Context: an optimization exercise on an open-source flow, tuned for small area. The choices shown serve that exercise and are no tape-out recipe. In this exercise RTL edits were held to simulation tests only and were not proved equivalent to the original.

<file path="design/flow/config.mk">
export PLATFORM = sky130hd
export DESIGN_NAME = Top
export DESIGN_NICKNAME = Top
export VERILOG_FILES = /design/flow/design.v
export SDC_FILE = /design/flow/constraint.sdc
export NUM_CORES = 4
export LEC_CHECK = 0
export CAP_MARGIN = 20
export CORE_MARGIN = 2
export CORE_UTILIZATION = 40
export SLEW_MARGIN = 20
</file>
<file path="design/flow/constraint.sdc">
create_clock -name core_clock -period 12.0 [get_ports {clk}]
set_input_delay 2.4000 -clock core_clock [delete_from_list [all_inputs] [get_ports {clk}]]
set_output_delay 2.4000 -clock core_clock [all_outputs]
set_load 0.01 [all_outputs]
</file>
<file path="design/flow/design.v">
module vga(
input clk,
input reset,
input [8:0] l_pos,
input [8:0] r_pos,
input [9:0] x_ball_n,
input [9:0] y_ball_n,
output step,
output reg hsync,
output reg vsync,
output reg col
    );
    function [10:0] sub;
        input [9:0] a;
        input [9:0] b;
        reg c;
        integer i;
        begin
            c = 1'b1;
            for (i = 0; i < 10; i = i + 1) begin
                sub[i] = a[i] ^ b[i] ^ c;
                c = (a[i] & b[i]) | (a[i] & c) | (b[i] & c);
            end
            sub[10] = c;
        end
    endfunction
    reg [11:0] h;
    reg [9:0] v;
    wire [10:0] h2 = h[11:1];
    wire p = h[0];
    wire hend = h == 12'd2079;
    wire vend = v == 10'd665;
    balltimer bt(.clk(clk), .reset(reset), .step(step));
    wire [8:0] pad_n = h2[9] ? ~r_pos : ~l_pos;
    wire [10:0] dp = sub(v, {1'b1, pad_n});           
    wire on_pad = (h2 < 11'd76 || h2 >= 11'd836) && dp[10] && dp[9:0] < 10'd150;
    wire [10:0] dx = sub(h2[9:0], x_ball_n);           
    wire [10:0] dy = sub(v, y_ball_n);                 
    wire on_ball = dx[10] && dx[9:0] < 10'd10 && dy[10] && dy[9:0] < 10'd10;
    wire [9:0] y = v - 10'd37;
    wire on_line = h2 == 11'd456 && y[3];
    wire visible = h2 >= 11'd56 && h2 < 11'd856 && v >= 10'd37 && v < 10'd637;
    always @(posedge clk) begin
        if (reset || hend)
            h <= 12'd0;
        else
            h <= h + 1'b1;
        if (reset || (hend && vend))
            v <= 10'd0;
        else if (hend)
            v <= v + 1'b1;
        if (reset) begin
            hsync <= 1'b0;
            vsync <= 1'b0;
            col <= 1'b0;
        end else if (!p) begin
            hsync <= h2 >= 11'd856 && h2 < 11'd976;
            vsync <= v >= 10'd637 && v < 10'd643;
            col <= visible && (on_pad || on_line || on_ball);
        end
    end
endmodule
module balltimer(
input clk,
input reset,
output step
    );
    reg [16:0] s;
    wire [16:0] q = s ^ 17'h0aaaa;     
    wire z = ~|q[15:0];
    wire fb = q[16] ^ q[13] ^ z;
    assign step = q[16] & z;
    always @(posedge clk)
        s <= reset ? 17'h0aaaa ^ 17'd1 : ({q[15:0], fb} ^ 17'h0aaaa);
endmodule
module pong(
input clk,
input reset,
input l_up,
input l_down,
input r_up,
input r_down,
input step,
output reg [9:0] x_ball_n,
output reg [9:0] y_ball_n,
output [8:0] l_pos,
output [8:0] r_pos
    );
    wire l_up_f, l_down_f, r_up_f, r_down_f;
    stepc l_down_s(.clk(clk), .reset(reset), .en(l_down && ~l_up), .full(l_down_f));
    stepc l_up_s(.clk(clk), .reset(reset), .en(l_up && ~l_down), .full(l_up_f));
    stepc r_down_s(.clk(clk), .reset(reset), .en(r_down && ~r_up), .full(r_down_f));
    stepc r_up_s(.clk(clk), .reset(reset), .en(r_up && ~r_down), .full(r_up_f));
    paddle l_p(.clk(clk), .reset(reset), .dn(l_down_f), .up(l_up_f), .pos(l_pos));
    paddle r_p(.clk(clk), .reset(reset), .dn(r_down_f), .up(r_up_f), .pos(r_pos));
    function [10:0] sub;
        input [9:0] a;
        input [9:0] b;
        reg c;
        integer i;
        begin
            c = 1'b1;
            for (i = 0; i < 10; i = i + 1) begin
                sub[i] = a[i] ^ b[i] ^ c;
                c = (a[i] & b[i]) | (a[i] & c) | (b[i] & c);
            end
            sub[10] = c;
        end
    endfunction
    reg move_x, move_y;
    wire at_l = x_ball_n == ~10'd76;
    wire at_r = x_ball_n == ~10'd825;
    wire at_x = at_l || at_r;
    wire mx = move_x ^ at_x;
    wire my = move_y ^ (y_ball_n == ~10'd37 || y_ball_n == ~10'd626);
    wire [8:0] pad = at_r ? r_pos : l_pos;
    wire [10:0] e = sub({1'b0, pad}, y_ball_n);
    wire hit = e[10] ? e[9:0] <= 10'd10 : e[9:0] > 10'd864;
    wire miss = at_x && !hit;
    function [9:0] step1;
        input [9:0] a;
        input dn;
        reg t;
        integer i;
        begin
            t = 1'b1;
            for (i = 0; i < 10; i = i + 1) begin
                step1[i] = a[i] ^ t;
                t = t & (a[i] ^ dn);
            end
        end
    endfunction
    always @(posedge clk) begin
        if (reset) begin
            x_ball_n <= ~10'd451;
            y_ball_n <= ~10'd332;
            move_x <= 1'b0;
            move_y <= 1'b0;
        end else if (step) begin
            move_x <= mx;
            move_y <= my;
            if (miss) begin
                x_ball_n <= ~10'd451;
                y_ball_n <= ~10'd332;
            end else begin
                x_ball_n <= step1(x_ball_n, mx);
                y_ball_n <= step1(y_ball_n, my);
            end
        end
    end
endmodule
module paddle(
input clk,
input reset,
input dn,
input up,
output reg [8:0] pos
    );
    wire inc = dn && pos != 9'd486;
    wire dec = !dn && up && pos != 9'd37;
    reg [8:0] nx;
    reg t;
    integer i;
    always @(*) begin
        t = inc | dec;
        for (i = 0; i < 9; i = i + 1) begin
            nx[i] = pos[i] ^ t;
            t = t & (pos[i] ^ dec);
        end
    end
    always @(posedge clk)
        if (reset) pos <= 9'd262;
        else pos <= nx;
endmodule
module stepc(
input clk,
input reset,
input en,
output full
    );
    reg [16:0] q;
    wire z = ~|q[15:0];
    wire fb = q[16] ^ q[13] ^ z;
    assign full = z & ~q[16];
    always @(posedge clk)
        if (reset) q <= 17'd1;
        else if (en) q <= {q[15:0], fb};
endmodule
module Top(
input clk,
input reset,
input l_down,
input l_up,
input r_down,
input r_up,
output hsync,
output vsync,
output red0,
output red1,
output red2,
output red3,
output grn0,
output grn1,
output grn2,
output grn3,
output blu0,
output blu1,
output blu2,
output blu3
    );
    wire col;
    assign red0=col;
    assign red1=col;
    assign red2=col;
    assign red3=col;
    assign grn0=col;
    assign grn1=col;
    assign grn2=col;
    assign grn3=col;
    assign blu0=col;
    assign blu1=col;
    assign blu2=col;
    assign blu3=col;
    wire [8:0] l_pos, r_pos;
    wire [9:0] x_ball_pos, y_ball_pos;
    wire step;
    vga vga_inst(
    .clk(clk),
    .reset(reset),
    .l_pos(l_pos),
    .r_pos(r_pos),
    .x_ball_n(x_ball_pos),
    .y_ball_n(y_ball_pos),
    .step(step),
    .hsync(hsync),
    .vsync(vsync),
    .col(col)
    );
    pong pong_inst(
    .clk(clk),
    .reset(reset),
    .l_up(l_up),
    .l_down(l_down),
    .r_up(r_up),
    .r_down(r_down),
    .step(step),
    .x_ball_n(x_ball_pos),
    .y_ball_n(y_ball_pos),
    .l_pos(l_pos),
    .r_pos(r_pos)
    );
endmodule
</file>
<file path="design/flow/run.sh">
#!/bin/bash
# synth_recipe.tcl (not shown) runs the flow's synth.tcl, then flattens the netlist and writes it again
# the make line also repeats each setting of config.mk as NAME=value (left out here)
make -C /OpenROAD-flow-scripts/flow DESIGN_CONFIG=/design/flow/config.mk WORK_HOME=/design/flow/orfs CLKGATE_MAP_FILE= SYNTH_SCRIPT=/design/flow/synth_recipe.tcl finish
</file>
==> flow_summary.toml <==
[outcome]
status = "no timing/DRC/antenna violations"

[routing]
final_antenna_net_count = 0
drc = 0
dr.pass1.iters = 5
via_per_inst = 5.13
first_iter_violations = 345
route.detailed.wl_per_inst_um = 13.6
dr_total_vias = 6227
wl_um = 16500

[final_layout]
final_common_cell = "nand2_1"
mostFrequentLayoutCells = "nand2_1, dfxtp_1, a21oi_1"
drive_above_1_share_pct = 6.32
fillers = 1955
nets = 985
diodes = 0
area_growth_pct = 10.7

[timing]
finalSetupViolCount = 0
period_share_pct = 53.3
slew_headroom_pct = 28.6
clock_skew_ps = 12.8
final_hold_viol_count = 0
fin_setup_tns_ps = 0
tightest_slew_ps = 1070
fin_crit_ps = 6400
setup_slack_ps = 5600
grt_setup_unrepaired = "false"
slew_violations = 0
fmax_ghz = 0.156

[synth]
yosysWarnings = 5
ys_seq_elements = 150
syn_area_per_cell_um2 = 8.36
synth_edf_count = 0
synth.cell_area_um2 = 8050
synthDistinctLibCells = 62
syn_nets = 1010
syn_inst = 962
ys.flop_type = "dfxtp_1"
synth-seq-area-share_pct = 37.3
synth-async-reset-ratio_pct = 0

[hold_path]
hold_class = "flip-flop to flip-flop"
hp-start = "vga_inst.bt.s[12]"

[floorplanning]
die_height_um = 146
core-area_um2 = 19600
start_util_pct = 41.1
dieArea_um2 = 21300
io_pins = 20
die_w_um = 146
rows = 51

[clock_network]
cts_made_buffers = 17
cts_max_level = 4
root_buffer = "clkbuf_16"
cts_tree = "yes"
clock_path_buffers = 2
clk_latency_ps = 430
clk_transition_reported_paths_ps = 70
numClockSinks = 150
ctsResizeCount = 0
cts_hold_repair.buffers = 0
cts_setup_buffers = 0

[global_route]
grt_max_degree = 104
antenna_found_initial = 0
grt.total_usage_pct = 16.1
overflow = 0
grt_pass1_wl_um = 28300
grt_pass1_vias = 5808

[worst_setup_path]
critical_path_arrival_ps = 6710
crit_path_end_kind = "flip-flop"
worstPathRequired_ps = 12320
crit_start = "pong_inst.x_ball_n[4]"
path_class = "flip-flop to flip-flop"
reg2reg_from = "pong_inst.x_ball_n[4]"
cp-start-kind = "flip-flop"
path_max_fanout = 20

[flow_run]
max-cap-violations = 0

[pwr]
cellLeakagePower_uw = 0.00312
powerDensity_nw_per_um2 = 128
total_power_uw = 1140
irDropWorstVdd_uv = 91.6

[place]
place_congestion = 0.850
dp_hpwl_um = 11400
preCtsSetupSlack_ps = 5690
port_buffers = 19
[sequential cells by signal, indices dropped and copies added, names as in the netlist, 9 cells and up]
register,flops
pong_inst.l_down_s.q,17
pong_inst.l_up_s.q,17
pong_inst.r_down_s.q,17
pong_inst.r_up_s.q,17
vga_inst.bt.s,17
vga_inst.h,12
pong_inst.x_ball_n,10
pong_inst.y_ball_n,10
vga_inst.v,10
pong_inst.l_p.pos,9
pong_inst.r_p.pos,9
[critical path, stage by stage, from the launching register on]
cell,delay (ps)
dfxtp_1,400
or2_1,290
nor3_1,240
nand2_1,340
mux2i_1,260
ha_1,170
inv_1,50
fa_1,390
fa_1,400
fa_1,360
inv_1,70
fa_1,150
inv_1,50
fa_1,350
inv_1,70
fa_1,150
inv_1,50
fa_1,380
fa_1,410
ha_1,330
nor2b_1,170
nand2_1,80
a21oi_1,150
nand4b_1,120
a41oi_1,240
buf_4,280
nand2_1,70
mux2_2,260
[metal layers]
metal	wire, um	share of wire, %	vias up	GRT usage [%]
met2	7630	46	61	24.9
met1	8250	50	2961	22.2
met5	0	0	-	0
met4	197	1.2	0	5.25
met3	421	2.6	12	3.79
li1	-	-	3193	-
[power breakdown]
group	switching (uW)	total, uW	internal (uW)
Clock	241	564	323
Combinational	33.4	55.0	21.6
Sequential	12.0	517	505
[stage by stage]
stage | instance area [um^2] | instances | util [%] | hold WS (ps)
floorplan | 8050 | 962 | - | 365
global placement | 8290 | 1183 | 42.3 | 373
detailed placement | 8290 | 1183 | 42.3 | 376
CTS | 8910 | 1215 | 45.5 | 393
global route | 8910 | 1215 | 45.5 | 413
finish | 8910 | 1215 | 45.5 | 391
[cell usage after synthesis (all sizes together), types with 17 or more instances]
cell type,number,area share (%)
inv,57,2.7
nand2b,24,1.9
o21ai,25,1.6
nor2,70,3.3
nand3,17,1.1
fa,34,8.5
clkbuf,48,2.2
nor4,27,2.2
nand2,167,7.8
a21oi,96,6.0
dfxtp,150,37
buf,18,1.5
xnor2,44,5.1
nand4,21,1.6
[final timing paths]
kind	end	slack, ps	cells after the start
worst min register to register	vga_inst.bt.s[13]	390	1
worst min-delay path	vga_inst.bt.s[13]	390	1
worst max-delay path	pong_inst.x_ball_n[9]	5600	27
worst max register to register	pong_inst.x_ball_n[9]	5600	27
[cell families (layout without fill, tap and decap cells)]
| group | Yosys count | in the layout | share of synthesized area (%) |
|---|---|---|---|
| buffers and inverters | 125 | 113 | 6.49 |
| muxes | 29 | 29 | 3.92 |
| adders and majority gates | 42 | 42 | 9.70 |
| xor gates and xnor gates | 58 | 58 | 6.81 |
| AOI/OAI and AO/OA | 157 | 157 | 11.4 |
| DFF | 150 | 150 | 37.3 |
| and+or+nand+nor | 401 | 401 | 24.3 |
[cell type report]
cell class | instances | area, um^2 | share of cell area (%)
clock buffer | 18 | 439 | 4.93
clock inverter | 14 | 184 | 2.06
inverter | 59 | 221 | 2.49
multi-input combinational | 687 | 4520 | 50.7
sequential | 150 | 3000 | 33.7
tap | 265 | 332 | 3.72
timing repair buffer | 22 | 210 | 2.36

==> separate check: timing with driven ports <==
Ports are ideal in the flow. The routed layout listed here was re-timed in OpenROAD. Step 1: set_driving_cell puts a clkbuf_16 on clk and a buf_2 on each other input, an assumption about the parent block. Step 2 times the ports against the registers' clock, not the clock port: input delays grow and output delays shrink by t, the midpoint of the rising clock arrivals with the driver on. Slacks: ideal ports / drivers / drivers and shift; pairs: ideal ports / drivers.
t (ns): 0.471
setup slack, ns: 5.603 / 5.603 / 5.603
slew at the worst register clock pin (ns): 0.07 / 0.07
After both steps this run still meets setup and hold. The setup slack of this run moves by 0.000 ns with the drivers and by 0.000 ns with both steps.
